This is an optimization exercise on Yosys and OpenROAD, whose aim is small area, a short achievable clock period and few clock cycles, not a production implementation. RTL that was checked went through simulation tests only; none was proved equivalent to the original. Power figures rest on the tool's default switching activity, not on a simulated workload.

==> inputs of v25 <==
// LBP
module LBP ( clk, reset, gray_addr, gray_req, gray_ready, gray_data, lbp_addr, lbp_valid, lbp_data, finish);
==> module LBP, before the edit <==
module LBP ( clk, reset, gray_addr, gray_req, gray_ready, gray_data, lbp_addr, lbp_valid, lbp_data, finish);
input clk;
input reset;
output reg [13:0] gray_addr;
output reg gray_req;
input gray_ready;
input [7:0] gray_data;
output reg [13:0] lbp_addr;
output reg lbp_valid;
output reg [7:0] lbp_data;
output reg finish;
reg [2:0] r;                        
wire [6:0] gx = gray_addr[6:0];
wire [6:0] gy = gray_addr[13:7];
wire col_end = &r;
wire strip_end = col_end & (&gx);
wire is_last = (&gx) & (&gy);
always @(posedge clk or posedge reset) begin
    if (reset) begin
        gray_req <= 1'b0;
        finish <= 1'b0;
        lbp_valid <= 1'b0;
    end else begin
        lbp_valid <= gray_req & (|r[2:1]) & (|gx[6:1]);
        if (gray_req) begin
            if (is_last) begin
                gray_req <= 1'b0;
                finish <= 1'b1;
            end
        end else if (gray_ready & ~finish) begin
            gray_req <= 1'b1;
        end
    end
end
always @(posedge clk) begin
    if (!gray_req) begin
        gray_addr <= 14'd0;
        r <= 3'd0;
    end else begin
        r <= r + 3'd1;
        if (col_end) begin
            gray_addr[6:0] <= gx + 7'd1;
            gray_addr[13:7] <= strip_end ? gy - 7'd1 : gy - 7'd7;
        end else begin
            gray_addr[13:7] <= gy + 7'd1;
        end
    end
end
reg [7:0] c1, c2, c3, c4, c5, c6, c7, c8, c9;
wire ge0 = gray_data >= c9;
wire le0 = c9 >= gray_data;
wire ge1 = c1 >= c9;
wire le1 = c9 >= c1;
wire ge2 = c2 >= c9;
wire le2 = c9 >= c2;
wire ge8 = c8 >= c9;
wire le8 = c9 >= c8;
reg [8:0] d0;    
reg [7:0] d1;    
reg [6:0] d2;    
reg       d8;    
always @(posedge clk) begin
    c1 <= gray_data; c2 <= c1; c3 <= c2; c4 <= c3; c5 <= c4;
    c6 <= c5; c7 <= c6; c8 <= c7; c9 <= c8;
    d0 <= {d0[7:0], le0};
    d1 <= {d1[6:0], le1};
    d2 <= {d2[5:0], le2};
    d8 <= le8;
    lbp_data <= {ge0, ge8, d2[6], ge1, d1[7], ge2, d8, d0[8]};
    lbp_addr <= {gy - 7'd1, gx - 7'd1};
end
endmodule
clock: 4.0 ns
lec_check: 0
cap_margin: 20
core_margin: 2
core_utilization: 40
slew_margin: 20
standard.sh (not shown) runs the stock make flow with config.mk's settings and CLKGATE_MAP_FILE= SYNTH_SCRIPT=/design/flow/synth_recipe.tcl, a recipe that flattens the netlist after the stock synthesis.
==> flow/flow/run.sh <==
#!/bin/bash
# Layout flow: the standard synthesis, then the ORFS flow with port buffers, clock tree
# and timing repair chosen here (see params.sh). Each tool's output is logged in this folder.
set -euo pipefail
W=$PWD
source flow/params.sh
bash standard.sh synth > synth.log 2>&1
make -C "$FLOW_HOME" DESIGN_CONFIG="$FLOW_CONFIG" WORK_HOME="$W/orfs" CLKGATE_MAP_FILE= \
  SYNTH_SCRIPT="$W/synth_recipe.tcl" "${PARAMS[@]}" finish > layout.log 2>&1
R=$W/orfs/results/$FLOW_PLATFORM/LBP/base
: # left out here: write the final layout as DEF
==> flow/flow/params.sh <==
PARAMS=(
  CORE_UTILIZATION=40 CORE_MARGIN=2 CAP_MARGIN=20 SLEW_MARGIN=20
  SETUP_SLACK_MARGIN=2.0
  "BUFFER_PORTS_ARGS=-buffer_cell sky130_fd_sc_hd__buf_2"
  "CTS_ARGS=-sink_clustering_enable -repair_clock_nets -sink_clustering_size 30 -sink_clustering_max_diameter 60 -buf_list sky130_fd_sc_hd__clkbuf_8 -root_buf sky130_fd_sc_hd__clkbuf_16"
)
==> inputs of v39, as changes to v25 <==
==> flow/design.v (replaced) <==
`timescale 1ns/10ps
module LBP ( clk, reset, gray_addr, gray_req, gray_ready, gray_data, lbp_addr, lbp_valid, lbp_data, finish);
input clk;
input reset;
output reg [13:0] gray_addr;
output reg gray_req;
input gray_ready;
input [7:0] gray_data;
output reg [13:0] lbp_addr;
output reg lbp_valid;
output reg [7:0] lbp_data;
output reg finish;
reg [2:0] state, next_state;
reg [6:0] x, y;
reg [3:0] counter;
wire [6:0] x_b, x_f, y_b, y_f;
assign x_b = x - 7'd1;
assign x_f = x + 7'd1;
assign y_b = y - 7'd1;
assign y_f = y + 7'd1;
wire [13:0] g0_addr, g1_addr, g2_addr, g3_addr, g4_addr, g5_addr, g6_addr, g7_addr;
reg [13:0] gc_addr;
assign g0_addr = {y_b, x_b};  
assign g1_addr = {y_b, x};    
assign g2_addr = {y_b, x_f};  
assign g3_addr = {y, x_b};    
assign g4_addr = {y, x_f};    
assign g5_addr = {y_f, x_b};  
assign g6_addr = {y_f, x};    
assign g7_addr = {y_f, x_f};  
reg [7:0] gc_data;
wire [3:0] counter_minus_one;
assign counter_minus_one = counter - 4'd1;
parameter IDLE = 3'd0;
parameter READ_CENTER = 3'd1;
parameter READ_NEIGHBORS = 3'd2;
parameter RESULT = 3'd3;
parameter FINISH = 3'd4;
always@(posedge clk or posedge reset) begin
    if(reset) state <= IDLE;
    else state <= next_state;
end
always@(*) begin
    case(state)
        IDLE: begin
            if(gray_ready) next_state = READ_CENTER;
            else next_state = IDLE;
        end
        READ_CENTER: next_state = READ_NEIGHBORS;
        READ_NEIGHBORS: begin
            if(counter == 4'd8) next_state = RESULT;
            else next_state = READ_NEIGHBORS;
        end
        RESULT: begin
            if(gc_addr == 14'd16254) next_state = FINISH;  
            else next_state = READ_CENTER;
        end
        FINISH: next_state = FINISH;
        default: next_state = IDLE;
    endcase
end
always@(posedge clk or posedge reset) begin
    if(reset) begin
        x <= 7'd1;
        y <= 7'd1;
    end
    else if(next_state == RESULT && x == 7'd126) begin
        x <= 7'd1;
        y <= y + 7'd1;
    end
    else if(next_state == RESULT) begin
        x <= x + 7'd1;
    end
end
always@(posedge clk or posedge reset) begin
    if(reset) counter <= 4'd0;
    else if(next_state == READ_NEIGHBORS) counter <= counter + 4'd1;
    else if(state == RESULT) counter <= 4'd0;
end
always@(posedge clk or posedge reset) begin
    if(reset) gc_addr <= 14'd129;  
    else if(next_state == READ_CENTER) gc_addr <= {y, x};
end
always@(posedge clk or posedge reset) begin
    if(reset) gray_req <= 1'b0;
    else if(next_state == READ_CENTER || next_state == READ_NEIGHBORS) gray_req <= 1'b1;
    else gray_req <= 1'b0;
end
always@(posedge clk or posedge reset) begin
    if(reset) lbp_valid <= 1'b0;
    else if(next_state == RESULT) lbp_valid <= 1'b1;
    else lbp_valid <= 1'b0;
end
always@(posedge clk or posedge reset) begin
    if(reset) finish <= 1'b0;
    else if(state == FINISH) finish <= 1'b1;
end
always@(posedge clk or posedge reset) begin
    if(reset) gray_addr <= 14'd0;
    else if(next_state == READ_CENTER) gray_addr <= {y, x};
    else if(next_state == READ_NEIGHBORS) begin
        case(counter)
            4'd0: gray_addr <= g0_addr;
            4'd1: gray_addr <= g1_addr;
            4'd2: gray_addr <= g2_addr;
            4'd3: gray_addr <= g3_addr;
            4'd4: gray_addr <= g4_addr;
            4'd5: gray_addr <= g5_addr;
            4'd6: gray_addr <= g6_addr;
            4'd7: gray_addr <= g7_addr;
            default: gray_addr <= 14'd0;
        endcase
    end
end
always@(posedge clk or posedge reset) begin
    if(reset) lbp_addr <= 14'd0;
    else if(next_state == RESULT) lbp_addr <= gc_addr;
end
always@(posedge clk or posedge reset) begin
    if(reset) begin
        lbp_data <= 8'd0;
        gc_data <= 8'd0;
    end
    else if(state == READ_CENTER) begin
        gc_data <= gray_data;  
        lbp_data <= 8'd0;     
    end
    else if(state == READ_NEIGHBORS) begin
        if(counter > 4'd0 && gray_data >= gc_data) begin
            lbp_data <= lbp_data | (8'd1 << counter_minus_one);
        end
    end
end
endmodule
==> flow/run.sh (new file) <==
#!/bin/bash
# synth_recipe.tcl (not shown) runs the flow's synth.tcl, then flattens the netlist and writes it again
# the make line also repeats each setting of config.mk as NAME=value (left out here)
make -C /OpenROAD-flow-scripts/flow DESIGN_CONFIG=/design/flow/config.mk WORK_HOME=/design/flow/orfs CLKGATE_MAP_FILE= SYNTH_SCRIPT=/design/flow/synth_recipe.tcl finish
removed: flow/flow/run.sh
removed: flow/flow/params.sh
removed: flow/standard.sh
==> run summary <==
| item | v25 | v39 |
|---|---|---|
| Total sequential power | 0.00176 W | 0.000849 W |
| Ys async rst share | 0.0216 | 1.00 |
| Critical Path Sink Type | primary output | flip-flop |
| Aggregate routed wire length | 6.42 mm | 9.75 mm |
| Clock root buffer master | sky130_fd_sc_hd__clkbuf_16 | sky130_fd_sc_hd__clkbuf_8 |
| Number of placed cells counting well taps | 562 | 621 |
| Share of post-route cells with drive strength above 1 | 0.194 | 0.107 |
| Synth top area share | 0.616 | 0.439 |
| Worst min path class | input pin to asynchronous set/reset pin | flip-flop to flip-flop |
| Multi-input gate share of the layout cell area | 0.273 | 0.408 |
| Run status | finished clean | finished clean |
| Clock Network Area Fraction | 0.0785 | 0.0478 |
| Overall fraction of global-route tracks in use | 0.122 | 0.178 |
| Period utilization | 0.480 | 0.658 |
| Met2 track demand over resource in global routing | 0.187 | 0.263 |
| Worst Setup Slack post-DPL | 1790 ps | 1300 ps |
| Worst reg2reg path startpoint | gray_addr[7] | counter[0] |
| Die Footprint | 11900 sq um | 12000 sq um |
Testbench counts of v39, summed over its fixed seeds: cycles 1,270,096.
The RTL of v25 was laid out without a check of its function.

==> static timing again, ports no longer ideal <==
How much do the figures lean on ideal ports? The routed layouts below were timed once more, with nothing changed but the port constraints.
Step 1 assumes that a clkbuf_16 drives the clock port and a buf_2 every other input.
Step 2 times the ports against the registers' clock, not the clock port: input delays grow and output delays shrink by t, the midpoint of the rising clock arrivals with the driver on.
Three values: no drivers, after step 1, after step 2; two values: the first two.
run	shift t [ns]	setup WS [ns]	clock arrival spread, ns	worst register clock-pin slew, ns
v25	0.384	2.078 / 2.042 / 1.805	0.009 / 0.009	0.07 / 0.07
v39	0.397	1.369 / 1.369 / 1.288	0.016 / 0.016	0.09 / 0.09
After both steps setup and hold are still met in every run listed. For v25, which loses most, drivers alone change the setup slack by -0.036 ns; drivers and shift together by -0.273 ns.
